From an optimization exercise on the open Yosys and OpenROAD flow, aimed at small area and a short achievable clock period; shortcuts taken in it are not production practice. No run shown here included a check of the RTL's function; only the layout flow was run. Power figures rest on the tool's default switching activity, not on a simulated workload.

## flow/design.v (module list and top-level ports; edited modules follow where they fit)
// module top: 1385 lines
module top (
  input         clk,
  input         rst,
  input  [31:0] a,
  input  [31:0] b,
  output [67:0] y
);
  // ...
==> flow/flow/run.sh <==
#!/bin/bash
# Own layout flow: the standard flow, with two changes.
#  1. After the standard synthesis, polarity.py removes inverters around the full adders
#     (a netlist rewrite that keeps every register and the logic function).
#  2. Port buffers are buf_2 cells instead of the default delay-buffer cells.
# Each tool's output goes to a log file of its own in this folder.
set -euo pipefail
here=$(pwd)
R=$here/orfs/results/$FLOW_PLATFORM/top/base
bash standard.sh "$R/1_2_yosys.v" > synth.log 2>&1
cp "$R/1_2_yosys.v" "$here/1_2_yosys.std.v"
python3 flow/polarity.py "$here/1_2_yosys.std.v" "$R/1_2_yosys.v" > polarity.log 2>&1
export BUFFER_PORTS_ARGS="-buffer_cell sky130_fd_sc_hd__buf_2"
bash standard.sh > layout.log 2>&1
==> flow/flow/polarity.py <==
#!/usr/bin/env python3
"""Remove inverters around full adders in a flat sky130hd netlist from Yosys.

A full adder is self-dual: inverting its three inputs inverts both outputs. Yosys's
full-adder extraction often leaves an inverter between two adders. For each full adder
this pass checks whether computing it on inverted inputs (and so giving inverted outputs)
needs fewer inverters, counting AND2<->NAND2 swaps of single-load partial products, and
rewires it when the cell area goes down. The logic function of every register input and
output port is unchanged. Usage: polarity.py IN.v OUT.v"""
import re, sys
from collections import defaultdict

P = 'sky130_fd_sc_hd__'
AREA = {'inv': 3.7536, 'and2': 6.256, 'nand2': 3.7536}
OUTPINS = {'X', 'Y', 'Q', 'Q_N', 'COUT', 'SUM', 'HI', 'LO'}

src = open(sys.argv[1]).read()
m = re.search(r'^module\s+(\w+)\s*\(', src, re.M)
start = m.start()
endm = src.index('endmodule', start)
body = src[start:endm]
pre, post = src[:start], src[endm:]

decl_lines, ports = [], set()
cells = {}          # name -> [type, {pin: net}]
order = []
cell_re = re.compile(r'^\s*(\S+)\s+(\S+)\s*\((.*?)\);', re.S | re.M)
pin_re = re.compile(r'\.(\w+)\s*\(\s*(.*?)\s*\)\s*(?:,|$)', re.S)
header_end = body.index(';') + 1
header = body[:header_end]
rest = body[header_end:]
pos = 0
for st in re.finditer(r'[^;]*;', rest, re.S):
    s = st.group(0).strip()
    if not s:
        continue
    if re.match(r'(input|output|inout)\b', s):
        decl_lines.append(s)
        for nm in re.findall(r'([\\\w][^\s,;]*)\s*(?=[,;]|$)', s.split(']')[-1] if ']' in s else s[len(s.split()[0]):]):
            ports.add(nm.strip())
        continue
    if re.match(r'wire\b', s):
        w = re.match(r'wire\s+(\[[^\]]*\]\s*)?(.*);', s, re.S)
        nm = w.group(2).strip()
        if nm in ports:
            decl_lines.append(s)
        continue
    if s.startswith('assign'):
        raise SystemExit('polarity.py: unexpected assign: ' + s[:80])
    mm = re.match(r'(\S+)\s+(\\\S+\s|\S+)\s*\((.*)\)\s*;', s, re.S)
    if not mm:
        raise SystemExit('polarity.py: cannot parse: ' + s[:120])
    typ, name, pins = mm.group(1), mm.group(2).strip(), mm.group(3)
    pd = {}
    for pm in re.finditer(r'\.(\w+)\s*\(\s*((?:\\\S+\s)|[^()]*?)\s*\)', pins):
        pd[pm.group(1)] = pm.group(2).strip()
    cells[name] = [typ, pd]
    order.append(name)

def base(t):
    return t[len(P):].rsplit('_', 1)[0] if t.startswith(P) else t

def is_port_net(n):
    return n.split('[')[0] in ports or n in ports

drv, loads = {}, defaultdict(set)
def rebuild():
    drv.clear(); loads.clear()
    for c, (t, pd) in cells.items():
        for p, n in pd.items():
            if p in OUTPINS:
                drv[n] = (c, p)
            else:
                loads[n].add((c, p))
rebuild()

cnt = [0]
def newnet():
    cnt[0] += 1
    return f'_pol{cnt[0]}_'
def newcell():
    cnt[0] += 1
    return f'_polc{cnt[0]}_'

def connect(c, p, n):
    old = cells[c][1][p]
    if p in OUTPINS:
        if drv.get(old) == (c, p):
            del drv[old]
        drv[n] = (c, p)
    else:
        loads[old].discard((c, p))
        loads[n].add((c, p))
    cells[c][1][p] = n

def add_inv(a, y):
    c = newcell()
    cells[c] = [P + 'inv_1', {'A': a, 'Y': y}]
    order.append(c)
    drv[y] = (c, 'Y'); loads[a].add((c, 'A'))
    return c

def del_cell(c):
    t, pd = cells.pop(c)
    for p, n in pd.items():
        if p in OUTPINS:
            if drv.get(n) == (c, p):
                del drv[n]
        else:
            loads[n].discard((c, p))

def inv_loads(n):
    return [c for (c, p) in loads[n] if base(cells[c][0]) in ('inv', 'clkinv')]

def plan_input(n, fa):
    """cost and action to get ~n at one input of fa"""
    d = drv.get(n)
    if d and base(cells[d[0]][0]) in ('inv', 'clkinv'):
        m = cells[d[0]][1]['A']
        others = [l for l in loads[n] if l[0] != fa]
        cost = -AREA['inv'] if not others and not is_port_net(n) else 0.0
        return cost, ('use', m, d[0] if cost else None)
    il = inv_loads(n)
    if il:
        return 0.0, ('use', cells[il[0]][1]['Y'], None)
    if d and not is_port_net(n) and len(loads[n]) == 1:
        b = base(cells[d[0]][0])
        if b == 'and2':
            return AREA['nand2'] - AREA['and2'], ('swap', d[0], 'nand2')
        if b == 'nand2':
            return AREA['and2'] - AREA['nand2'], ('swap', d[0], 'and2')
    return AREA['inv'], ('newinv', n)

def plan_output(o):
    il = [c for c in inv_loads(o) if not is_port_net(cells[c][1]['Y'])]
    pil = [c for c in inv_loads(o) if is_port_net(cells[c][1]['Y'])]
    if len(pil) > 1:
        return None
    invs = pil + il
    rest = [l for l in loads[o] if l[0] not in invs]
    cost = -AREA['inv'] * len(invs)
    if rest or is_port_net(o) or not invs:
        cost += AREA['inv']
    return cost

def flip(fa):
    t, pd = cells[fa]
    for p in ('A', 'B', 'CIN'):
        n = pd[p]
        cost, act = plan_input(n, fa)
        if act[0] == 'use':
            connect(fa, p, act[1])
            if act[2] and not loads[n]:
                del_cell(act[2])
        elif act[0] == 'swap':
            dc = act[1]
            dt, dpd = cells[dc]
            op = 'X' if 'X' in dpd else 'Y'
            out = dpd.pop(op)
            del drv[out]
            np_ = 'Y' if act[2] == 'nand2' else 'X'
            dpd[np_] = out
            drv[out] = (dc, np_)
            cells[dc][0] = P + act[2] + '_1'
        else:
            m = newnet()
            add_inv(n, m)
            connect(fa, p, m)
    for p in ('SUM', 'COUT'):
        o = pd[p]
        il = inv_loads(o)
        pil = [c for c in il if is_port_net(cells[c][1]['Y'])]
        il = pil + [c for c in il if c not in pil]
        if il:
            target = cells[il[0]][1]['Y']
            del_cell(il[0])
            for c in il[1:]:
                q = cells[c][1]['Y']
                del_cell(c)
                for (lc, lp) in list(loads[q]):
                    connect(lc, lp, target)
            connect(fa, p, target)
            if loads[o] or is_port_net(o):
                add_inv(target, o)
        else:
            m = newnet()
            connect(fa, p, m)
            add_inv(m, o)

def area():
    a = 0
    for t, _ in cells.values():
        b = base(t)
        if b in AREA:
            a += AREA[b]
    return a

a0 = area()
for it in range(30):
    changed = 0
    for fa in list(order):
        if fa not in cells or base(cells[fa][0]) != 'fa':
            continue
        pd = cells[fa][1]
        cost = 0.0
        ok = True
        seen = set()
        for p in ('A', 'B', 'CIN'):
            n = pd[p]
            c, act = plan_input(n, fa)
            if n in seen:
                ok = False
            seen.add(n)
            cost += c
        for p in ('SUM', 'COUT'):
            c = plan_output(pd[p])
            if c is None:
                ok = False
                break
            cost += c
        if ok and cost < -0.5:
            flip(fa)
            changed += 1
    if not changed:
        break
order = [c for c in order if c in cells]

# Timing-driven input order of the full adders: the latest input goes to CIN, the fastest
# pin, and the earliest to A, the slowest. Arrival times come from a rough delay model.
FA_D = {'A': (0.60, 0.48), 'B': (0.57, 0.46), 'CIN': (0.55, 0.43)}   # (SUM, COUT)
def cell_delay(t):
    b = base(t)
    return {'inv': 0.10, 'clkinv': 0.10, 'nand2': 0.13, 'nor2': 0.15, 'ha': 0.35,
            'buf': 0.15, 'clkbuf': 0.15}.get(b, 0.20)
rebuild()
arr = {}
SEQ = ('df', 'sdf', 'edf')
def arrival(n, stack=0):
    if n in arr:
        return arr[n]
    d = drv.get(n)
    if d is None:
        arr[n] = 0.4
        return 0.4
    c, p = d
    t, pd = cells[c]
    b = base(t)
    if b.startswith(SEQ) or b in ('conb',):
        arr[n] = 0.4
        return 0.4
    ins = [pd[q] for q in pd if q not in OUTPINS]
    if b == 'fa':
        ats = {q: arrival(pd[q], stack + 1) for q in ('A', 'B', 'CIN')}
        res = {}
        for q in ('A', 'B', 'CIN'):
            res[q] = ats[q]
        su = max(res[q] + FA_D[q][0] for q in res)
        co = max(res[q] + FA_D[q][1] for q in res)
        arr[pd['SUM']] = su
        arr[pd['COUT']] = co
        return arr[n]
    a = max([arrival(x, stack + 1) for x in ins] or [0.0]) + cell_delay(t)
    for q in pd:
        if q in OUTPINS:
            arr[pd[q]] = a
    return a
import sys as _s
_s.setrecursionlimit(100000)
swaps = 0
def fa_topo():
    seen, out = set(), []
    def visit(c):
        if c in seen:
            return
        seen.add(c)
        t, pd = cells[c]
        if not base(t).startswith(SEQ):
            for q, n in pd.items():
                if q not in OUTPINS and n in drv:
                    visit(drv[n][0])
        out.append(c)
    for c in list(cells):
        visit(c)
    return out
for c in fa_topo():
    t, pd = cells[c]
    if base(t) == 'fa':
        nets = [pd['A'], pd['B'], pd['CIN']]
        ats = sorted(nets, key=lambda n: arrival(n))
        if ats != nets:
            for q in ('A', 'B', 'CIN'):
                loads[pd[q]].discard((c, q))
            pd['A'], pd['B'], pd['CIN'] = ats
            for q in ('A', 'B', 'CIN'):
                loads[pd[q]].add((c, q))
            swaps += 1
    # recompute this cell's outputs
    for q in pd:
        if q in OUTPINS:
            arr.pop(pd[q], None)
    for q in pd:
        if q in OUTPINS:
            arrival(pd[q])
sys.stderr.write(f'polarity.py: reordered the inputs of {swaps} full adders\n')
a1 = area()
sys.stderr.write(f'polarity.py: {it+1} passes, inv/and2/nand2 area {a0:.1f} -> {a1:.1f}\n')

nets = set()
for c in order:
    for n in cells[c][1].values():
        if not n.startswith("1'") and not is_port_net(n):
            nets.add(n)
out = [pre, header, '\n']
for d in decl_lines:
    out.append('  ' + d + '\n')
for n in sorted(nets):
    out.append(f'  wire {n}{" " if n.startswith(chr(92)) else ""};\n')
for c in order:
    t, pd = cells[c]
    pins = ',\n'.join(f'    .{p}({n}{" " if n.startswith(chr(92)) else ""})' for p, n in pd.items())
    out.append(f'  {t} {c}{" " if c.startswith(chr(92)) else ""} (\n{pins}\n  );\n')
out.append(post)
open(sys.argv[2], 'w').write(''.join(out))
==> flow/standard.sh <==
#!/bin/bash
# synth_recipe.tcl (not shown) runs the flow's synth.tcl, then flattens the netlist and writes it again
# the make line also repeats each setting of config.mk as NAME=value (left out here)
make -C /OpenROAD-flow-scripts/flow DESIGN_CONFIG=/design/flow/config.mk WORK_HOME=/design/flow/orfs CLKGATE_MAP_FILE= SYNTH_SCRIPT=/design/flow/synth_recipe.tcl "${@:-finish}"
==> flow/config.mk <==
export PLATFORM = sky130hd
export DESIGN_NAME = top
export DESIGN_NICKNAME = top
export VERILOG_FILES = /design/flow/design.v
export SDC_FILE = /design/flow/constraint.sdc
export NUM_CORES = 4
export LEC_CHECK = 0
export CAP_MARGIN = 20
export CORE_MARGIN = 2
export CORE_UTILIZATION = 40
export SLEW_MARGIN = 70
==> flow/constraint.sdc <==
create_clock -name core_clock -period 12.0 [get_ports {clk}]
set_input_delay 2.4000 -clock core_clock [delete_from_list [all_inputs] [get_ports {clk}]]
set_output_delay 2.4000 -clock core_clock [all_outputs]
set_load 0.01 [all_outputs]
==> results.sh, run 1 <==
export IMPL_die_x_um=207
export IMPL_worst_path_buf_inv=1
export IMPL_cp_depth=9
export IMPL_multi_input_area_share_pct=66.8
export IMPL_routed_via_count=11000
export IMPL_cellPowerDensity_mw_per_mm2=273
export IMPL_seq_area_mm2=0.00350
export IMPL_remaining_drc_errors=0
export IMPL_root_buffer="clkbuf_16"
export IMPL_startpoint_type="register"
export IMPL_crit_fanout=5
export IMPL_setup_viol=0
export IMPL_crit_arrival_ns=3.30
export IMPL_p_seq_share_pct=15.5
export IMPL_clockBufferDepth=2
export IMPL_rows=74
export IMPL_finalPower_mw=4.96
export IMPL_min_path_type="in2async"
export IMPL_run_status="timing/DRC/antenna clean"
export IMPL_busiest_layer="met2"
export IMPL_syn_inst=1531
export IMPL_topRoutingLayerUsed="met5"
export IMPL_h_tree_depth=4
export IMPL_antenna_found_initial=2
export IMPL_cp_endpoint="y[32]"
==> inputs of run 2 (changes only) <==
--- a/flow/design.v
+++ b/flow/design.v
@@ -5,16 +5,16 @@
   input  [31:0] b,
   output [67:0] y
 );
-  reg [34:0] c11_r;
-  reg [34:0] c12_r;
-  reg [34:0] c21_r;
-  reg [34:0] c22_r;
+  reg [27:0] c11_r;
+  reg [27:0] c12_r;
+  reg [27:0] c21_r;
+  reg [27:0] c22_r;
   always @(posedge clk or posedge rst) begin
     if (rst) begin
-      c11_r <= 35'd0;
-      c12_r <= 35'd0;
-      c21_r <= 35'd0;
-      c22_r <= 35'd0;
+      c11_r <= 28'd0;
+      c12_r <= 28'd0;
+      c21_r <= 28'd0;
+      c22_r <= 28'd0;
     end else begin
       c11_r <= c11_d;
       c12_r <= c12_d;
@@ -198,6 +198,8 @@
   assign {c11_c174, c11_s173} = c11_s167 + c11_c154 + c11_c156;
   wire c11_s175, c11_c176;
   assign {c11_c176, c11_s175} = c11_s169 + c11_s171 + c11_c158;
+  wire c11_s177, c11_c178;
+  assign {c11_c178, c11_s177} = c11_s173 + c11_s175 + c11_c160;
   wire c11_s179, c11_c180;
   assign {c11_c180, c11_s179} = c11_pp7 + c11_pp14 + c11_pp21;
   wire c11_s181, c11_c182;
@@ -218,6 +220,8 @@
   assign {c11_c196, c11_s195} = c11_c172 + c11_s189 + c11_s191;
   wire c11_s197, c11_c198;
   assign {c11_c198, c11_s197} = c11_c174 + c11_s193 + c11_s195;
+  wire c11_s199 = c11_c176 ^ c11_s197;
+  wire c11_c200 = c11_c176 & c11_s197;
   wire c11_s201, c11_c202;
   assign {c11_c202, c11_s201} = c11_pp8 + c11_pp15 + c11_pp22;
   wire c11_s203, c11_c204;
@@ -240,6 +244,8 @@
   assign {c11_c220, c11_s219} = c11_s211 + c11_c192 + c11_s213;
   wire c11_s221, c11_c222;
   assign {c11_c222, c11_s221} = c11_s215 + c11_c194 + c11_s217;
+  wire c11_s223, c11_c224;
+  assign {c11_c224, c11_s223} = c11_c196 + c11_s219 + c11_s221;
   wire c11_s227, c11_c228;
   assign {c11_c228, c11_s227} = c11_pp16 + c11_pp23 + c11_pp30;
   wire c11_s229, c11_c230;
@@ -262,6 +268,8 @@
   assign {c11_c246, c11_s245} = c11_s237 + c11_s239 + c11_c218;
   wire c11_s247, c11_c248;
   assign {c11_c248, c11_s247} = c11_s241 + c11_c220 + c11_s243;
+  wire c11_s249, c11_c250;
+  assign {c11_c250, c11_s249} = c11_c222 + c11_s245 + c11_s247;
   wire c11_s253, c11_c254;
   assign {c11_c254, c11_s253} = c11_pp24 + c11_pp31 + c11_pp38;
   wire c11_s255, c11_c256;
@@ -282,6 +290,8 @@
   assign {c11_c270, c11_s269} = c11_s263 + c11_c242 + c11_s265;
   wire c11_s271, c11_c272;
   assign {c11_c272, c11_s271} = c11_c244 + c11_s267 + c11_c246;
+  wire c11_s273, c11_c274;
+  assign {c11_c274, c11_s273} = c11_s269 + c11_c248 + c11_s271;
   wire c11_s277, c11_c278;
   assign {c11_c278, c11_s277} = c11_pp32 + c11_pp39 + c11_pp46;
   wire c11_s279, c11_c280;
@@ -298,6 +308,8 @@
   assign {c11_c290, c11_s289} = c11_s283 + c11_c264 + c11_s285;
   wire c11_s291, c11_c292;
   assign {c11_c292, c11_s291} = c11_c266 + c11_s287 + c11_c268;
+  wire c11_s293, c11_c294;
+  assign {c11_c294, c11_s293} = c11_s289 + c11_c270 + c11_s291;
   wire c11_s297, c11_c298;
   assign {c11_c298, c11_s297} = c11_pp40 + c11_pp47 + c11_pp54;
   wire c11_s299, c11_c300;
@@ -322,6 +334,8 @@
   assign {c11_c320, c11_s319} = c11_s315 + c11_c302 + c11_c304;
   wire c11_s321, c11_c322;
   assign {c11_c322, c11_s321} = c11_s317 + c11_c306 + c11_s319;
+  wire c11_s323, c11_c324;
+  assign {c11_c324, c11_s323} = c11_c308 + c11_s321 + c11_c310;
   wire c11_s325, c11_c326;
   assign {c11_c326, c11_s325} = c11_pp56 + c11_pp63 + c11_pp120;
   wire c11_s327, c11_c328;
@@ -334,34 +348,20 @@
   assign {c11_c334, c11_s333} = c11_pp64 + c11_pp128 + c11_c326;
   wire c11_s335, c11_c336;
   assign {c11_c336, c11_s335} = c11_c328 + c11_s333 + c11_c330;
-  wire [5:0] c11_lo337 = {c11_s159, c11_s145, c11_s135, c11_pp73, c11_pp1} + {1'b0, 1'b0, 1'b0, c11_s129, c11_pp65};
-  wire [34:0] c11_d = {c11_c332, c11_c336, c11_s331, c11_s335, c11_c334, c11_lo337[5], c11_lo337[4], c11_lo337[3], c11_lo337[2], c11_lo337[1], c11_lo337[0], c11_c310, c11_s321, c11_c308, c11_s309, c11_c292, c11_c272, c11_s291, c11_c270, c11_s289, c11_s271, c11_c248, c11_s269, c11_s247, c11_s245, c11_c222, c11_c198, c11_s221, c11_s219, c11_c196, c11_s197, c11_c176, c11_c160, c11_s175, c11_s173};
-  wire c11_s177, c11_c178;
-  assign {c11_c178, c11_s177} = c11_r[0] + c11_r[1] + c11_r[2];
-  wire c11_s199 = c11_r[3] ^ c11_r[4];
-  wire c11_c200 = c11_r[3] & c11_r[4];
-  wire c11_s223, c11_c224;
-  assign {c11_c224, c11_s223} = c11_r[5] + c11_r[6] + c11_r[7];
+  wire [7:0] c11_lo337 = {c11_c178, c11_s177, c11_s159, c11_s145, c11_s135, c11_pp73, c11_pp1} + {c11_s199, 1'b0, 1'b0, 1'b0, 1'b0, c11_s129, c11_pp65};
+  wire [27:0] c11_d = {c11_c324, c11_c332, c11_c336, c11_s323, c11_s331, c11_s335, c11_c334, c11_lo337[7], c11_lo337[6], c11_lo337[5], c11_lo337[4], c11_lo337[3], c11_lo337[2], c11_lo337[1], c11_lo337[0], c11_c294, c11_s309, c11_c292, c11_c274, c11_s293, c11_c272, c11_s273, c11_c250, c11_s249, c11_c224, c11_s223, c11_c200, c11_c198};
   wire c11_s225, c11_c226;
-  assign {c11_c226, c11_s225} = c11_r[8] + c11_c200 + c11_s223;
-  wire c11_s249, c11_c250;
-  assign {c11_c250, c11_s249} = c11_r[9] + c11_r[10] + c11_r[11];
-  wire c11_s251 = c11_c224 ^ c11_s249;
-  wire c11_c252 = c11_c224 & c11_s249;
-  wire c11_s273, c11_c274;
-  assign {c11_c274, c11_s273} = c11_r[12] + c11_r[13] + c11_r[14];
+  assign {c11_c226, c11_s225} = c11_r[0] + c11_r[1] + c11_r[2];
+  wire c11_s251 = c11_r[3] ^ c11_r[4];
+  wire c11_c252 = c11_r[3] & c11_r[4];
   wire c11_s275, c11_c276;
-  assign {c11_c276, c11_s275} = c11_c250 + c11_s273 + c11_c252;
-  wire c11_s293, c11_c294;
-  assign {c11_c294, c11_s293} = c11_r[15] + c11_r[16] + c11_r[17];
+  assign {c11_c276, c11_s275} = c11_r[5] + c11_r[6] + c11_c252;
   wire c11_s295, c11_c296;
-  assign {c11_c296, c11_s295} = c11_r[18] + c11_s293 + c11_c274;
+  assign {c11_c296, c11_s295} = c11_r[7] + c11_r[8] + c11_r[9];
   wire c11_s311, c11_c312;
-  assign {c11_c312, c11_s311} = c11_r[19] + c11_r[20] + c11_c294;
-  wire c11_s323, c11_c324;
-  assign {c11_c324, c11_s323} = c11_r[21] + c11_r[22] + c11_r[23];
-  wire [13:0] c11_hs338 = {1'b0, {1'b0, c11_r[30], c11_r[31], c11_r[32], c11_s323, c11_s311, c11_s295, c11_s275, c11_c226, c11_s225, c11_c178, c11_s177}, c11_r[29]} + {1'b0, {1'b0, c11_r[33], c11_r[34], c11_c324, c11_c312, c11_c296, c11_c276, 1'b0, c11_s251, 1'b0, c11_s199, 1'b0}, c11_r[29]};
-  assign y[16:0] = {c11_hs338[12:1], {c11_r[28], c11_r[27], c11_r[26], c11_r[25], c11_r[24]}};
+  assign {c11_c312, c11_s311} = c11_r[10] + c11_r[11] + c11_r[12];
+  wire [11:0] c11_hs338 = {1'b0, {1'b0, c11_r[21], c11_r[22], c11_r[23], c11_r[24], c11_s311, c11_s295, c11_s275, c11_c226, c11_s225}, c11_r[20]} + {1'b0, {1'b0, c11_r[25], c11_r[26], c11_r[27], c11_c312, c11_c296, c11_c276, 1'b0, c11_s251, 1'b0}, c11_r[20]};
+  assign y[16:0] = {c11_hs338[10:1], {c11_r[19], c11_r[18], c11_r[17], c11_r[16], c11_r[15], c11_r[14], c11_r[13]}};
   wire c12_pp1 = a[0] & b[8];
   wire c12_pp2 = a[0] & b[9];
   wire c12_pp3 = a[0] & b[10];
@@ -538,6 +538,8 @@
   assign {c12_c174, c12_s173} = c12_s167 + c12_c154 + c12_c156;
   wire c12_s175, c12_c176;
   assign {c12_c176, c12_s175} = c12_s169 + c12_s171 + c12_c158;
+  wire c12_s177, c12_c178;
+  assign {c12_c178, c12_s177} = c12_s173 + c12_s175 + c12_c160;
   wire c12_s179, c12_c180;
   assign {c12_c180, c12_s179} = c12_pp7 + c12_pp14 + c12_pp21;
   wire c12_s181, c12_c182;
@@ -558,6 +560,8 @@
   assign {c12_c196, c12_s195} = c12_c172 + c12_s189 + c12_s191;
   wire c12_s197, c12_c198;
   assign {c12_c198, c12_s197} = c12_c174 + c12_s193 + c12_s195;
+  wire c12_s199 = c12_c176 ^ c12_s197;
+  wire c12_c200 = c12_c176 & c12_s197;
   wire c12_s201, c12_c202;
   assign {c12_c202, c12_s201} = c12_pp8 + c12_pp15 + c12_pp22;
   wire c12_s203, c12_c204;
@@ -580,6 +584,8 @@
   assign {c12_c220, c12_s219} = c12_s211 + c12_c192 + c12_s213;
   wire c12_s221, c12_c222;
   assign {c12_c222, c12_s221} = c12_s215 + c12_c194 + c12_s217;
+  wire c12_s223, c12_c224;
+  assign {c12_c224, c12_s223} = c12_c196 + c12_s219 + c12_s221;
   wire c12_s227, c12_c228;
   assign {c12_c228, c12_s227} = c12_pp16 + c12_pp23 + c12_pp30;
   wire c12_s229, c12_c230;
@@ -602,6 +608,8 @@
   assign {c12_c246, c12_s245} = c12_s237 + c12_s239 + c12_c218;
   wire c12_s247, c12_c248;
   assign {c12_c248, c12_s247} = c12_s241 + c12_c220 + c12_s243;
+  wire c12_s249, c12_c250;
+  assign {c12_c250, c12_s249} = c12_c222 + c12_s245 + c12_s247;
   wire c12_s253, c12_c254;
   assign {c12_c254, c12_s253} = c12_pp24 + c12_pp31 + c12_pp38;
   wire c12_s255, c12_c256;
@@ -622,6 +630,8 @@
   assign {c12_c270, c12_s269} = c12_s263 + c12_c242 + c12_s265;
   wire c12_s271, c12_c272;
   assign {c12_c272, c12_s271} = c12_c244 + c12_s267 + c12_c246;
+  wire c12_s273, c12_c274;
+  assign {c12_c274, c12_s273} = c12_s269 + c12_c248 + c12_s271;
   wire c12_s277, c12_c278;
   assign {c12_c278, c12_s277} = c12_pp32 + c12_pp39 + c12_pp46;
   wire c12_s279, c12_c280;
@@ -638,6 +648,8 @@
   assign {c12_c290, c12_s289} = c12_s283 + c12_c264 + c12_s285;
   wire c12_s291, c12_c292;
   assign {c12_c292, c12_s291} = c12_c266 + c12_s287 + c12_c268;
+  wire c12_s293, c12_c294;
+  assign {c12_c294, c12_s293} = c12_s289 + c12_c270 + c12_s291;
   wire c12_s297, c12_c298;
   assign {c12_c298, c12_s297} = c12_pp40 + c12_pp47 + c12_pp54;
   wire c12_s299, c12_c300;
@@ -662,6 +674,8 @@
   assign {c12_c320, c12_s319} = c12_s315 + c12_c302 + c12_c304;
   wire c12_s321, c12_c322;
   assign {c12_c322, c12_s321} = c12_s317 + c12_c306 + c12_s319;
+  wire c12_s323, c12_c324;
+  assign {c12_c324, c12_s323} = c12_c308 + c12_s321 + c12_c310;
   wire c12_s325, c12_c326;
   assign {c12_c326, c12_s325} = c12_pp56 + c12_pp63 + c12_pp120;
   wire c12_s327, c12_c328;
@@ -674,34 +688,20 @@
   assign {c12_c334, c12_s333} = c12_pp64 + c12_pp128 + c12_c326;
   wire c12_s335, c12_c336;
   assign {c12_c336, c12_s335} = c12_c328 + c12_s333 + c12_c330;
-  wire [5:0] c12_lo337 = {c12_s159, c12_s145, c12_s135, c12_pp73, c12_pp1} + {1'b0, 1'b0, 1'b0, c12_s129, c12_pp65};
-  wire [34:0] c12_d = {c12_c332, c12_c336, c12_s331, c12_s335, c12_c334, c12_lo337[5], c12_lo337[4], c12_lo337[3], c12_lo337[2], c12_lo337[1], c12_lo337[0], c12_c310, c12_s321, c12_c308, c12_s309, c12_c292, c12_c272, c12_s291, c12_c270, c12_s289, c12_s271, c12_c248, c12_s269, c12_s247, c12_s245, c12_c222, c12_c198, c12_s221, c12_s219, c12_c196, c12_s197, c12_c176, c12_c160, c12_s175, c12_s173};
-  wire c12_s177, c12_c178;
-  assign {c12_c178, c12_s177} = c12_r[0] + c12_r[1] + c12_r[2];
-  wire c12_s199 = c12_r[3] ^ c12_r[4];
-  wire c12_c200 = c12_r[3] & c12_r[4];
-  wire c12_s223, c12_c224;
-  assign {c12_c224, c12_s223} = c12_r[5] + c12_r[6] + c12_r[7];
+  wire [7:0] c12_lo337 = {c12_c178, c12_s177, c12_s159, c12_s145, c12_s135, c12_pp73, c12_pp1} + {c12_s199, 1'b0, 1'b0, 1'b0, 1'b0, c12_s129, c12_pp65};
+  wire [27:0] c12_d = {c12_c324, c12_c332, c12_c336, c12_s323, c12_s331, c12_s335, c12_c334, c12_lo337[7], c12_lo337[6], c12_lo337[5], c12_lo337[4], c12_lo337[3], c12_lo337[2], c12_lo337[1], c12_lo337[0], c12_c294, c12_s309, c12_c292, c12_c274, c12_s293, c12_c272, c12_s273, c12_c250, c12_s249, c12_c224, c12_s223, c12_c200, c12_c198};
   wire c12_s225, c12_c226;
-  assign {c12_c226, c12_s225} = c12_r[8] + c12_c200 + c12_s223;
-  wire c12_s249, c12_c250;
-  assign {c12_c250, c12_s249} = c12_r[9] + c12_r[10] + c12_r[11];
-  wire c12_s251 = c12_c224 ^ c12_s249;
-  wire c12_c252 = c12_c224 & c12_s249;
-  wire c12_s273, c12_c274;
-  assign {c12_c274, c12_s273} = c12_r[12] + c12_r[13] + c12_r[14];
+  assign {c12_c226, c12_s225} = c12_r[0] + c12_r[1] + c12_r[2];
+  wire c12_s251 = c12_r[3] ^ c12_r[4];
+  wire c12_c252 = c12_r[3] & c12_r[4];
   wire c12_s275, c12_c276;
-  assign {c12_c276, c12_s275} = c12_c250 + c12_s273 + c12_c252;
-  wire c12_s293, c12_c294;
-  assign {c12_c294, c12_s293} = c12_r[15] + c12_r[16] + c12_r[17];
+  assign {c12_c276, c12_s275} = c12_r[5] + c12_r[6] + c12_c252;
   wire c12_s295, c12_c296;
-  assign {c12_c296, c12_s295} = c12_r[18] + c12_s293 + c12_c274;
+  assign {c12_c296, c12_s295} = c12_r[7] + c12_r[8] + c12_r[9];
   wire c12_s311, c12_c312;
-  assign {c12_c312, c12_s311} = c12_r[19] + c12_r[20] + c12_c294;
-  wire c12_s323, c12_c324;
-  assign {c12_c324, c12_s323} = c12_r[21] + c12_r[22] + c12_r[23];
-  wire [13:0] c12_hs338 = {1'b0, {1'b0, c12_r[30], c12_r[31], c12_r[32], c12_s323, c12_s311, c12_s295, c12_s275, c12_c226, c12_s225, c12_c178, c12_s177}, c12_r[29]} + {1'b0, {1'b0, c12_r[33], c12_r[34], c12_c324, c12_c312, c12_c296, c12_c276, 1'b0, c12_s251, 1'b0, c12_s199, 1'b0}, c12_r[29]};
-  assign y[33:17] = {c12_hs338[12:1], {c12_r[28], c12_r[27], c12_r[26], c12_r[25], c12_r[24]}};
+  assign {c12_c312, c12_s311} = c12_r[10] + c12_r[11] + c12_r[12];
+  wire [11:0] c12_hs338 = {1'b0, {1'b0, c12_r[21], c12_r[22], c12_r[23], c12_r[24], c12_s311, c12_s295, c12_s275, c12_c226, c12_s225}, c12_r[20]} + {1'b0, {1'b0, c12_r[25], c12_r[26], c12_r[27], c12_c312, c12_c296, c12_c276, 1'b0, c12_s251, 1'b0}, c12_r[20]};
+  assign y[33:17] = {c12_hs338[10:1], {c12_r[19], c12_r[18], c12_r[17], c12_r[16], c12_r[15], c12_r[14], c12_r[13]}};
   wire c21_pp1 = a[16] & b[0];
   wire c21_pp2 = a[16] & b[1];
   wire c21_pp3 = a[16] & b[2];
@@ -878,6 +878,8 @@
   assign {c21_c174, c21_s173} = c21_s167 + c21_c154 + c21_c156;
   wire c21_s175, c21_c176;
   assign {c21_c176, c21_s175} = c21_s169 + c21_s171 + c21_c158;
+  wire c21_s177, c21_c178;
+  assign {c21_c178, c21_s177} = c21_s173 + c21_s175 + c21_c160;
   wire c21_s179, c21_c180;
   assign {c21_c180, c21_s179} = c21_pp7 + c21_pp14 + c21_pp21;
   wire c21_s181, c21_c182;
@@ -898,6 +900,8 @@
   assign {c21_c196, c21_s195} = c21_c172 + c21_s189 + c21_s191;
   wire c21_s197, c21_c198;
   assign {c21_c198, c21_s197} = c21_c174 + c21_s193 + c21_s195;
+  wire c21_s199 = c21_c176 ^ c21_s197;
+  wire c21_c200 = c21_c176 & c21_s197;
   wire c21_s201, c21_c202;
   assign {c21_c202, c21_s201} = c21_pp8 + c21_pp15 + c21_pp22;
   wire c21_s203, c21_c204;
@@ -920,6 +924,8 @@
   assign {c21_c220, c21_s219} = c21_s211 + c21_c192 + c21_s213;
   wire c21_s221, c21_c222;
   assign {c21_c222, c21_s221} = c21_s215 + c21_c194 + c21_s217;
+  wire c21_s223, c21_c224;
+  assign {c21_c224, c21_s223} = c21_c196 + c21_s219 + c21_s221;
   wire c21_s227, c21_c228;
   assign {c21_c228, c21_s227} = c21_pp16 + c21_pp23 + c21_pp30;
   wire c21_s229, c21_c230;
@@ -942,6 +948,8 @@
   assign {c21_c246, c21_s245} = c21_s237 + c21_s239 + c21_c218;
   wire c21_s247, c21_c248;
   assign {c21_c248, c21_s247} = c21_s241 + c21_c220 + c21_s243;
+  wire c21_s249, c21_c250;
+  assign {c21_c250, c21_s249} = c21_c222 + c21_s245 + c21_s247;
   wire c21_s253, c21_c254;
   assign {c21_c254, c21_s253} = c21_pp24 + c21_pp31 + c21_pp38;
   wire c21_s255, c21_c256;
@@ -962,6 +970,8 @@
   assign {c21_c270, c21_s269} = c21_s263 + c21_c242 + c21_s265;
   wire c21_s271, c21_c272;
   assign {c21_c272, c21_s271} = c21_c244 + c21_s267 + c21_c246;
+  wire c21_s273, c21_c274;
+  assign {c21_c274, c21_s273} = c21_s269 + c21_c248 + c21_s271;
   wire c21_s277, c21_c278;
   assign {c21_c278, c21_s277} = c21_pp32 + c21_pp39 + c21_pp46;
   wire c21_s279, c21_c280;
@@ -978,6 +988,8 @@
   assign {c21_c290, c21_s289} = c21_s283 + c21_c264 + c21_s285;
   wire c21_s291, c21_c292;
   assign {c21_c292, c21_s291} = c21_c266 + c21_s287 + c21_c268;
+  wire c21_s293, c21_c294;
+  assign {c21_c294, c21_s293} = c21_s289 + c21_c270 + c21_s291;
   wire c21_s297, c21_c298;
   assign {c21_c298, c21_s297} = c21_pp40 + c21_pp47 + c21_pp54;
   wire c21_s299, c21_c300;
@@ -1002,6 +1014,8 @@
   assign {c21_c320, c21_s319} = c21_s315 + c21_c302 + c21_c304;
   wire c21_s321, c21_c322;
   assign {c21_c322, c21_s321} = c21_s317 + c21_c306 + c21_s319;
+  wire c21_s323, c21_c324;
+  assign {c21_c324, c21_s323} = c21_c308 + c21_s321 + c21_c310;
   wire c21_s325, c21_c326;
   assign {c21_c326, c21_s325} = c21_pp56 + c21_pp63 + c21_pp120;
   wire c21_s327, c21_c328;
@@ -1014,34 +1028,20 @@
   assign {c21_c334, c21_s333} = c21_pp64 + c21_pp128 + c21_c326;
   wire c21_s335, c21_c336;
   assign {c21_c336, c21_s335} = c21_c328 + c21_s333 + c21_c330;
-  wire [5:0] c21_lo337 = {c21_s159, c21_s145, c21_s135, c21_pp73, c21_pp1} + {1'b0, 1'b0, 1'b0, c21_s129, c21_pp65};
-  wire [34:0] c21_d = {c21_c332, c21_c336, c21_s331, c21_s335, c21_c334, c21_lo337[5], c21_lo337[4], c21_lo337[3], c21_lo337[2], c21_lo337[1], c21_lo337[0], c21_c310, c21_s321, c21_c308, c21_s309, c21_c292, c21_c272, c21_s291, c21_c270, c21_s289, c21_s271, c21_c248, c21_s269, c21_s247, c21_s245, c21_c222, c21_c198, c21_s221, c21_s219, c21_c196, c21_s197, c21_c176, c21_c160, c21_s175, c21_s173};
-  wire c21_s177, c21_c178;
-  assign {c21_c178, c21_s177} = c21_r[0] + c21_r[1] + c21_r[2];
-  wire c21_s199 = c21_r[3] ^ c21_r[4];
-  wire c21_c200 = c21_r[3] & c21_r[4];
-  wire c21_s223, c21_c224;
-  assign {c21_c224, c21_s223} = c21_r[5] + c21_r[6] + c21_r[7];
+  wire [7:0] c21_lo337 = {c21_c178, c21_s177, c21_s159, c21_s145, c21_s135, c21_pp73, c21_pp1} + {c21_s199, 1'b0, 1'b0, 1'b0, 1'b0, c21_s129, c21_pp65};
+  wire [27:0] c21_d = {c21_c324, c21_c332, c21_c336, c21_s323, c21_s331, c21_s335, c21_c334, c21_lo337[7], c21_lo337[6], c21_lo337[5], c21_lo337[4], c21_lo337[3], c21_lo337[2], c21_lo337[1], c21_lo337[0], c21_c294, c21_s309, c21_c292, c21_c274, c21_s293, c21_c272, c21_s273, c21_c250, c21_s249, c21_c224, c21_s223, c21_c200, c21_c198};
   wire c21_s225, c21_c226;
-  assign {c21_c226, c21_s225} = c21_r[8] + c21_c200 + c21_s223;
-  wire c21_s249, c21_c250;
-  assign {c21_c250, c21_s249} = c21_r[9] + c21_r[10] + c21_r[11];
-  wire c21_s251 = c21_c224 ^ c21_s249;
-  wire c21_c252 = c21_c224 & c21_s249;
-  wire c21_s273, c21_c274;
-  assign {c21_c274, c21_s273} = c21_r[12] + c21_r[13] + c21_r[14];
+  assign {c21_c226, c21_s225} = c21_r[0] + c21_r[1] + c21_r[2];
+  wire c21_s251 = c21_r[3] ^ c21_r[4];
+  wire c21_c252 = c21_r[3] & c21_r[4];
   wire c21_s275, c21_c276;
-  assign {c21_c276, c21_s275} = c21_c250 + c21_s273 + c21_c252;
-  wire c21_s293, c21_c294;
-  assign {c21_c294, c21_s293} = c21_r[15] + c21_r[16] + c21_r[17];
+  assign {c21_c276, c21_s275} = c21_r[5] + c21_r[6] + c21_c252;
   wire c21_s295, c21_c296;
-  assign {c21_c296, c21_s295} = c21_r[18] + c21_s293 + c21_c274;
+  assign {c21_c296, c21_s295} = c21_r[7] + c21_r[8] + c21_r[9];
   wire c21_s311, c21_c312;
-  assign {c21_c312, c21_s311} = c21_r[19] + c21_r[20] + c21_c294;
-  wire c21_s323, c21_c324;
-  assign {c21_c324, c21_s323} = c21_r[21] + c21_r[22] + c21_r[23];
-  wire [13:0] c21_hs338 = {1'b0, {1'b0, c21_r[30], c21_r[31], c21_r[32], c21_s323, c21_s311, c21_s295, c21_s275, c21_c226, c21_s225, c21_c178, c21_s177}, c21_r[29]} + {1'b0, {1'b0, c21_r[33], c21_r[34], c21_c324, c21_c312, c21_c296, c21_c276, 1'b0, c21_s251, 1'b0, c21_s199, 1'b0}, c21_r[29]};
-  assign y[50:34] = {c21_hs338[12:1], {c21_r[28], c21_r[27], c21_r[26], c21_r[25], c21_r[24]}};
+  assign {c21_c312, c21_s311} = c21_r[10] + c21_r[11] + c21_r[12];
+  wire [11:0] c21_hs338 = {1'b0, {1'b0, c21_r[21], c21_r[22], c21_r[23], c21_r[24], c21_s311, c21_s295, c21_s275, c21_c226, c21_s225}, c21_r[20]} + {1'b0, {1'b0, c21_r[25], c21_r[26], c21_r[27], c21_c312, c21_c296, c21_c276, 1'b0, c21_s251, 1'b0}, c21_r[20]};
+  assign y[50:34] = {c21_hs338[10:1], {c21_r[19], c21_r[18], c21_r[17], c21_r[16], c21_r[15], c21_r[14], c21_r[13]}};
   wire c22_pp1 = a[16] & b[8];
   wire c22_pp2 = a[16] & b[9];
   wire c22_pp3 = a[16] & b[10];
@@ -1218,6 +1218,8 @@
   assign {c22_c174, c22_s173} = c22_s167 + c22_c154 + c22_c156;
   wire c22_s175, c22_c176;
   assign {c22_c176, c22_s175} = c22_s169 + c22_s171 + c22_c158;
+  wire c22_s177, c22_c178;
+  assign {c22_c178, c22_s177} = c22_s173 + c22_s175 + c22_c160;
   wire c22_s179, c22_c180;
   assign {c22_c180, c22_s179} = c22_pp7 + c22_pp14 + c22_pp21;
   wire c22_s181, c22_c182;
@@ -1238,6 +1240,8 @@
   assign {c22_c196, c22_s195} = c22_c172 + c22_s189 + c22_s191;
   wire c22_s197, c22_c198;
   assign {c22_c198, c22_s197} = c22_c174 + c22_s193 + c22_s195;
+  wire c22_s199 = c22_c176 ^ c22_s197;
+  wire c22_c200 = c22_c176 & c22_s197;
   wire c22_s201, c22_c202;
   assign {c22_c202, c22_s201} = c22_pp8 + c22_pp15 + c22_pp22;
   wire c22_s203, c22_c204;
@@ -1260,6 +1264,8 @@
   assign {c22_c220, c22_s219} = c22_s211 + c22_c192 + c22_s213;
   wire c22_s221, c22_c222;
   assign {c22_c222, c22_s221} = c22_s215 + c22_c194 + c22_s217;
+  wire c22_s223, c22_c224;
+  assign {c22_c224, c22_s223} = c22_c196 + c22_s219 + c22_s221;
   wire c22_s227, c22_c228;
   assign {c22_c228, c22_s227} = c22_pp16 + c22_pp23 + c22_pp30;
   wire c22_s229, c22_c230;
@@ -1282,6 +1288,8 @@
   assign {c22_c246, c22_s245} = c22_s237 + c22_s239 + c22_c218;
   wire c22_s247, c22_c248;
   assign {c22_c248, c22_s247} = c22_s241 + c22_c220 + c22_s243;
+  wire c22_s249, c22_c250;
+  assign {c22_c250, c22_s249} = c22_c222 + c22_s245 + c22_s247;
   wire c22_s253, c22_c254;
   assign {c22_c254, c22_s253} = c22_pp24 + c22_pp31 + c22_pp38;
   wire c22_s255, c22_c256;
@@ -1302,6 +1310,8 @@
   assign {c22_c270, c22_s269} = c22_s263 + c22_c242 + c22_s265;
   wire c22_s271, c22_c272;
   assign {c22_c272, c22_s271} = c22_c244 + c22_s267 + c22_c246;
+  wire c22_s273, c22_c274;
+  assign {c22_c274, c22_s273} = c22_s269 + c22_c248 + c22_s271;
   wire c22_s277, c22_c278;
   assign {c22_c278, c22_s277} = c22_pp32 + c22_pp39 + c22_pp46;
   wire c22_s279, c22_c280;
@@ -1318,6 +1328,8 @@
   assign {c22_c290, c22_s289} = c22_s283 + c22_c264 + c22_s285;
   wire c22_s291, c22_c292;
   assign {c22_c292, c22_s291} = c22_c266 + c22_s287 + c22_c268;
+  wire c22_s293, c22_c294;
+  assign {c22_c294, c22_s293} = c22_s289 + c22_c270 + c22_s291;
   wire c22_s297, c22_c298;
   assign {c22_c298, c22_s297} = c22_pp40 + c22_pp47 + c22_pp54;
   wire c22_s299, c22_c300;
@@ -1342,6 +1354,8 @@
   assign {c22_c320, c22_s319} = c22_s315 + c22_c302 + c22_c304;
   wire c22_s321, c22_c322;
   assign {c22_c322, c22_s321} = c22_s317 + c22_c306 + c22_s319;
+  wire c22_s323, c22_c324;
+  assign {c22_c324, c22_s323} = c22_c308 + c22_s321 + c22_c310;
   wire c22_s325, c22_c326;
   assign {c22_c326, c22_s325} = c22_pp56 + c22_pp63 + c22_pp120;
   wire c22_s327, c22_c328;
@@ -1354,32 +1368,18 @@
   assign {c22_c334, c22_s333} = c22_pp64 + c22_pp128 + c22_c326;
   wire c22_s335, c22_c336;
   assign {c22_c336, c22_s335} = c22_c328 + c22_s333 + c22_c330;
-  wire [5:0] c22_lo337 = {c22_s159, c22_s145, c22_s135, c22_pp73, c22_pp1} + {1'b0, 1'b0, 1'b0, c22_s129, c22_pp65};
-  wire [34:0] c22_d = {c22_c332, c22_c336, c22_s331, c22_s335, c22_c334, c22_lo337[5], c22_lo337[4], c22_lo337[3], c22_lo337[2], c22_lo337[1], c22_lo337[0], c22_c310, c22_s321, c22_c308, c22_s309, c22_c292, c22_c272, c22_s291, c22_c270, c22_s289, c22_s271, c22_c248, c22_s269, c22_s247, c22_s245, c22_c222, c22_c198, c22_s221, c22_s219, c22_c196, c22_s197, c22_c176, c22_c160, c22_s175, c22_s173};
-  wire c22_s177, c22_c178;
-  assign {c22_c178, c22_s177} = c22_r[0] + c22_r[1] + c22_r[2];
-  wire c22_s199 = c22_r[3] ^ c22_r[4];
-  wire c22_c200 = c22_r[3] & c22_r[4];
-  wire c22_s223, c22_c224;
-  assign {c22_c224, c22_s223} = c22_r[5] + c22_r[6] + c22_r[7];
+  wire [7:0] c22_lo337 = {c22_c178, c22_s177, c22_s159, c22_s145, c22_s135, c22_pp73, c22_pp1} + {c22_s199, 1'b0, 1'b0, 1'b0, 1'b0, c22_s129, c22_pp65};
+  wire [27:0] c22_d = {c22_c324, c22_c332, c22_c336, c22_s323, c22_s331, c22_s335, c22_c334, c22_lo337[7], c22_lo337[6], c22_lo337[5], c22_lo337[4], c22_lo337[3], c22_lo337[2], c22_lo337[1], c22_lo337[0], c22_c294, c22_s309, c22_c292, c22_c274, c22_s293, c22_c272, c22_s273, c22_c250, c22_s249, c22_c224, c22_s223, c22_c200, c22_c198};
   wire c22_s225, c22_c226;
-  assign {c22_c226, c22_s225} = c22_r[8] + c22_c200 + c22_s223;
-  wire c22_s249, c22_c250;
-  assign {c22_c250, c22_s249} = c22_r[9] + c22_r[10] + c22_r[11];
-  wire c22_s251 = c22_c224 ^ c22_s249;
-  wire c22_c252 = c22_c224 & c22_s249;
-  wire c22_s273, c22_c274;
-  assign {c22_c274, c22_s273} = c22_r[12] + c22_r[13] + c22_r[14];
+  assign {c22_c226, c22_s225} = c22_r[0] + c22_r[1] + c22_r[2];
+  wire c22_s251 = c22_r[3] ^ c22_r[4];
+  wire c22_c252 = c22_r[3] & c22_r[4];
   wire c22_s275, c22_c276;
-  assign {c22_c276, c22_s275} = c22_c250 + c22_s273 + c22_c252;
-  wire c22_s293, c22_c294;
-  assign {c22_c294, c22_s293} = c22_r[15] + c22_r[16] + c22_r[17];
+  assign {c22_c276, c22_s275} = c22_r[5] + c22_r[6] + c22_c252;
   wire c22_s295, c22_c296;
-  assign {c22_c296, c22_s295} = c22_r[18] + c22_s293 + c22_c274;
+  assign {c22_c296, c22_s295} = c22_r[7] + c22_r[8] + c22_r[9];
   wire c22_s311, c22_c312;
-  assign {c22_c312, c22_s311} = c22_r[19] + c22_r[20] + c22_c294;
-  wire c22_s323, c22_c324;
-  assign {c22_c324, c22_s323} = c22_r[21] + c22_r[22] + c22_r[23];
-  wire [13:0] c22_hs338 = {1'b0, {1'b0, c22_r[30], c22_r[31], c22_r[32], c22_s323, c22_s311, c22_s295, c22_s275, c22_c226, c22_s225, c22_c178, c22_s177}, c22_r[29]} + {1'b0, {1'b0, c22_r[33], c22_r[34], c22_c324, c22_c312, c22_c296, c22_c276, 1'b0, c22_s251, 1'b0, c22_s199, 1'b0}, c22_r[29]};
-  assign y[67:51] = {c22_hs338[12:1], {c22_r[28], c22_r[27], c22_r[26], c22_r[25], c22_r[24]}};
+  assign {c22_c312, c22_s311} = c22_r[10] + c22_r[11] + c22_r[12];
+  wire [11:0] c22_hs338 = {1'b0, {1'b0, c22_r[21], c22_r[22], c22_r[23], c22_r[24], c22_s311, c22_s295, c22_s275, c22_c226, c22_s225}, c22_r[20]} + {1'b0, {1'b0, c22_r[25], c22_r[26], c22_r[27], c22_c312, c22_c296, c22_c276, 1'b0, c22_s251, 1'b0}, c22_r[20]};
+  assign y[67:51] = {c22_hs338[10:1], {c22_r[19], c22_r[18], c22_r[17], c22_r[16], c22_r[15], c22_r[14], c22_r[13]}};
 endmodule
==> run 2 against run 1 <==
Against the previous run:
- sequential power is about 20% lower
- critical path depth is 1 higher
- clock power is 46% lower
- global-route usage is 0.98 points lower
- worst hold slack better by 0.060 ns
- non-clock buffer count stayed put
- sequential share of layout area is 2.7 points lower
- synthesized area is 5.4% lower
- die area is 5.3% lower
- final area is 7.2% lower
- synthesized cell count is 5.4% lower
- power is 29% lower
- critical path type is now in2reg
- largest cell class unchanged
==> results.sh, run 2 <==
export IMPL_nFillCells=3647
export IMPL_yosys_warnings=1
export IMPL_vias_per_cell=5.12
export IMPL_fin_crit_sh_pct=45.5
export IMPL_dp_hpwl_um=29200
export IMPL_syn_inst=1449
export IMPL_final_max_slew_viol_count=0
export IMPL_root_buffer="clkbuf_16"
export IMPL_worstMarginPinSlew_ns=0.417
export IMPL_die_area_mm2=0.0407
export IMPL_hold_viol=0
export IMPL_startpoint_type="input port"
export IMPL_grt_overflow=0
export IMPL_rows=72
export IMPL_ios=134
export IMPL_cp_endpoint="c22_r[20]"
export IMPL_area_delta_synth_final_pct=7.81
export IMPL_clk_pin_slew_ns=0.07
export IMPL_first_pass_iters=5
export IMPL_seq_area_mm2=0.00280
export IMPL_slew_headroom_pct=72.2
export IMPL_crit_arrival_ns=5.71
export IMPL_nNetsFinal=2033
export IMPL_routedWlPerCell_um=17.1
export IMPL_grt_pass1_wl_um=58300
export IMPL_antenna_left=0
export IMPL_setup_tns_ns=0
export IMPL_hold_buffers=0
export IMPL_syn_nets=1979
export IMPL_wl_met1_um=13300
export IMPL_final_cell_mix="nand2_1, fa_1, buf_2"
export IMPL_topRoutingLayerUsed="met5"
export IMPL_die_y_um=202
export IMPL_start_util_pct=40.5
export IMPL_crit_fanout=16
export IMPL_gp_congestion=0.837
export IMPL_drtIter0Drc=539
export IMPL_min_path_type="in2async"
export IMPL_core_area_mm2=0.0386
export IMPL_die_x_um=202
export IMPL_routed_via_count=10400
export IMPL_io_buffers=133
export IMPL_met2_wirelength_um=18200
export IMPL_gr_usage_all_layers_pct=18.4
export IMPL_met3WireLength_um=2400
export IMPL_synth_avg_cell_area_um2=10.8
export IMPL_endpoint_kind="register"
export IMPL_remaining_drc_errors=0
export IMPL_drive_above_1_share_pct=11.1
export IMPL_clockBufferDepth=2
export IMPL_fmax_mhz=183
export IMPL_peakVddDrop_mv=0.171
export IMPL_leakagePower_nw=6.95
export IMPL_synth_area_mm2=0.0157
export IMPL_cp_startpoint="a[19]"
export IMPL_crit_required_ns=12.25
export IMPL_grt_max_degree=53
export IMPL_postCtsSetupRepairBufs=0
export IMPL_cts_tree="done"
export IMPL_grt_pass1_vias=11600
export IMPL_numClockSinks=112
export IMPL_timing_final_ws_setup_ns=6.54
export IMPL_routed_wl_um=34700
export IMPL_rsz0062_at_grt="no"
export IMPL_min_period_ns=5.46
export IMPL_place_ws_ns=6.18
export IMPL_drv_cap=0
export IMPL_multi_input_area_mm2=0.0120
export IMPL_final_common_cell="nand2_1"
export IMPL_criticalPathCategory="in2reg"
export IMPL_ctsResizeCount=0
export IMPL_run_status="timing/DRC/antenna clean"
export IMPL_antenna_found_initial=6
export IMPL_cellPowerDensity_mw_per_mm2=209
export IMPL_h_tree_depth=3
export IMPL_numCtsBuffers=9
export IMPL_setup_viol=0
[run 2: how the worst min path moves through the flow]
stage	endpoint	slack [ns]	depth (start not counted)
after floorplan	c12_r[13]	2.64	2
after global placement	c21_r[19]	2.51	2
after detailed placement	c21_r[19]	2.42	2
after CTS	c21_r[19]	2.02	2
after global routing	c21_r[18]	2.04	2
final	c21_r[18]	2.01	2
[run 2: report_power, final]
group	internal, mW	switching, mW
Sequential	0.558	0.0621
Combinational	1.15	1.44
Clock	0.177	0.136
[run 2: per-stage QoR]
step                      std cells  hold WS, ns  cell area (µm²)  total power [mW]  utilization (%)
final                          2029         2.01            16900              3.53             43.7
after CTS                      2025         2.02            16900              3.65             43.6
after floorplan                1449         2.64            15700              2.56                -
after global placement         2009         2.51            16500              3.27             42.8
after detailed placement       2010         2.42            16600              3.32             42.8
after global routing           2027         2.04            16900              3.96             43.7
[run 2: layout make-up]
class / count / share of cell area (%)
clock buffer: 12 / 1.58
multi-input combinational: 1143 / 71.2
sequential: 112 / 16.6
clock inverter: 3 / 0.237
inverter: 102 / 2.31
tap: 518 / 3.84
timing repair buffer: 135 / 4.15
antenna: 4 / 0.0593
[run 2: routing by layer]
| metal | GRT usage, % | vias up |
|---|---|---|
| li1 | - | 4434 |
| met1 | 23.7 | 5520 |
| met2 | 31.8 | 373 |
| met3 | 3.18 | 53 |
| met4 | 5.44 | 4 |
| met5 | 0 | - |
[run 2: critical path, cell delays in order]
cell     delay [ns]
buf_2          0.32
nand2_1        0.13
fa_1           0.52
fa_1           0.58
fa_1           0.45
fa_1           0.49
inv_1          0.04
ha_1           0.27
ha_1           0.30
a31o_2         0.20

[static timing again, ports no longer ideal]
Ports are ideal in the flow. The routed layouts listed here were re-timed in OpenROAD.
Step 1, drivers: a clkbuf_16 drives clk and a buf_2 each remaining input, both assumed.
Step 2 moves the port delays by t, midway between the first and last clock arrival at a register: inputs arrive t later, outputs are due t later. That takes back most of the time a late clock gives input paths.
Slacks: ideal ports / drivers / drivers and shift; pairs: ideal ports / drivers.
run	shift t [ns]	setup WS [ns]	hold WS [ns]	slew at the worst register clock pin (ns)
run 1	0.491	6.298 / 6.245 / 6.685	1.953 / 1.920 / 2.411	0.07 / 0.07
run 2	0.414	6.543 / 6.565 / 6.150	2.013 / 1.982 / 2.397	0.07 / 0.07
After both steps setup and hold are still met in every run listed. The setup slack of run 2, which loses most, moves by +0.022 ns with the drivers and by -0.393 ns with both steps.
